This is an optimization exercise on Yosys and OpenROAD, whose aim is small area and a short achievable clock period, not a production implementation.
Function was checked by simulation only, so behaviour that the tests miss may differ from the original.
Power and IR drop assume default switching activity.

== rev 12 ==
==> flow/design.v <==
module fifo_sync #(
    parameter DATA_WIDTH = 8,
    parameter DEPTH = 32,
    localparam ADDR_WIDTH = $clog2(DEPTH)
)(
    input  wire                  clk,
    input  wire                  reset,
    input  wire                  write_en,
    input  wire                  read_en,
    input  wire [DATA_WIDTH-1:0] data_in,
    output wire [DATA_WIDTH-1:0] data_out,
    output wire                  empty,
    output wire                  full
);
    localparam W = DATA_WIDTH;
    localparam N = DEPTH - 1;
    reg  [W*N-1:0]        sh;
    reg  [W-1:0]          din_q;
    reg                   wr_q;
    reg  [ADDR_WIDTH-1:0] rd_idx;       
    reg  [W-1:0]          data_out_reg;
    reg                   empty_reg;
    reg                   full_reg;
    assign data_out = data_out_reg;
    assign empty    = empty_reg;
    assign full     = full_reg;
    wire wr = write_en & ~full_reg;
    wire rd = read_en  & ~empty_reg;
    wire [W*DEPTH-1:0] rd_arr = {din_q, sh};
    wire [W-1:0]       rd_word = rd_arr[rd_idx*W +: W];
    wire [ADDR_WIDTH-1:0] idx_w  = rd_idx + {{(ADDR_WIDTH-1){1'b0}}, wr_q};
    wire [ADDR_WIDTH-1:0] idx_wr = idx_w - 1'b1;
    wire n_is_1  = wr_q ? (rd_idx == DEPTH-1) : (rd_idx == 0);
    wire n_is_30 = wr_q ? (rd_idx == DEPTH-4) : (rd_idx == DEPTH-3);
    always @(posedge clk) begin
        din_q <= data_in;
        if (wr_q)
            sh <= {sh[W*(N-1)-1:0], din_q};
    end
    always @(posedge clk or posedge reset) begin
        if (reset) begin
            wr_q         <= 1'b0;
            rd_idx       <= {ADDR_WIDTH{1'b1}};
            data_out_reg <= {W{1'b0}};
            empty_reg    <= 1'b1;
            full_reg     <= 1'b0;
        end else begin
            wr_q   <= wr;
            rd_idx <= rd ? idx_wr : idx_w;
            if (rd)
                data_out_reg <= rd_word;
            if (wr & ~rd) begin
                empty_reg <= 1'b0;
                full_reg  <= n_is_30;
            end else if (rd & ~wr) begin
                empty_reg <= n_is_1;
                full_reg  <= 1'b0;
            end
        end
    end
endmodule
clock: 5.0 ns
lec_check: 0
cap_margin: 20
core_margin: 2
core_utilization: 40
slew_margin: 20
run.sh (not shown) runs the stock make flow with config.mk's settings and CLKGATE_MAP_FILE= SYNTH_SCRIPT=/design/flow/synth_recipe.tcl, a recipe that flattens the netlist after the stock synthesis.
#### Input delta (rev 13 over rev 12)
==> flow/design.v <==
module fifo_sync #(
    parameter DATA_WIDTH = 8,
    parameter DEPTH = 32,
    localparam ADDR_WIDTH = $clog2(DEPTH)
)(
    input  wire                  clk,
    input  wire                  reset,
    input  wire                  write_en,
    input  wire                  read_en,
    input  wire [DATA_WIDTH-1:0] data_in,
    output wire [DATA_WIDTH-1:0] data_out,
    output wire                  empty,
    output wire                  full
);
    reg [DATA_WIDTH-1:0] mem [0:DEPTH-1];
    reg [ADDR_WIDTH-1:0] wr_ptr;
    reg [ADDR_WIDTH-1:0] rd_ptr;
    reg [DATA_WIDTH-1:0] data_out_reg;
    assign data_out = data_out_reg;
    wire [ADDR_WIDTH-1:0] next_wr_ptr;
    assign next_wr_ptr = (wr_ptr == DEPTH-1) ? 0 : wr_ptr + 1;
    assign empty = (wr_ptr == rd_ptr);
    assign full  = (next_wr_ptr == rd_ptr);
    always @(posedge clk or posedge reset) begin
        if (reset) begin
            wr_ptr <= 0;
            rd_ptr <= 0;
            data_out_reg <= 0;
        end
        else begin
            if (write_en && !full) begin
                mem[wr_ptr] <= data_in;
                wr_ptr <= next_wr_ptr;
            end
            if (read_en && !empty) begin
                data_out_reg <= mem[rd_ptr];
                rd_ptr <= (rd_ptr == DEPTH-1) ? 0 : rd_ptr + 1;
            end
        end
    end
endmodule
==> results.txt <==
Cell area | rev 13 vs rev 12 | rev 13 larger
Between rev 12 and rev 13, the mean cell area of the mapped netlist is lower for rev 13.
Looking at number of flip-flops and latches in the synthesized netlist, rev 13 sits about 0.7% above rev 12.
Changes observed in rev 13 relative to rev 12: flip-flop and latch count +2, sequential share of layout area went down, layout cell share with drive strength beyond 1 held steady, switching power total up about 33%, xor and xnor fraction of the mapped netlist area rose 0.27 points.
In rev 13 the wire length turned out about 70% higher than in rev 12.
Of rev 13 and rev 12, it is rev 13 that has the higher post-route non-filler standard cell count.
full as the capturing instance or port of the critical path was reported by rev 13, and rd_idx[4]$_DFF_PP1_ by rev 12.
Rev 13 vs. rev 12: layout multi-input combinational cell count up 85%; hold slack up 0.052 ns; simple-gate portion of the synthesized area up 6.6 points.

port drivers added, routing unchanged:
The results above use ideal ports. As a check the final layouts listed here were re-extracted and re-timed, cells and wires unchanged. Step 1 (the two cells are an assumption about what drives the block):
set clk [get_ports {clk}]
set_driving_cell -lib_cell sky130_fd_sc_hd__clkbuf_16 $clk
set_driving_cell -lib_cell sky130_fd_sc_hd__buf_2 [delete_from_list [all_inputs] $clk]
Step 2 times the ports against the registers' clock, not the clock port: input delays grow and output delays shrink by t, the midpoint of the rising clock arrivals with the driver on. a / b / c = ideal / step 1 / step 2; a / b = the first two.
run	t (ns)	slack for setup (ns)	worst setup path after step 2	worst register clock-pin slew, ns	worst data-port slew with drivers (ns)
rev 12	0.583	1.967 / 1.967 / 1.967	register to register	0.06 / 0.06	0.05
rev 13	0.597	0.805 / 0.755 / 1.194	register to register	0.06 / 0.06	0.04
After both steps every run listed still meets setup and hold.
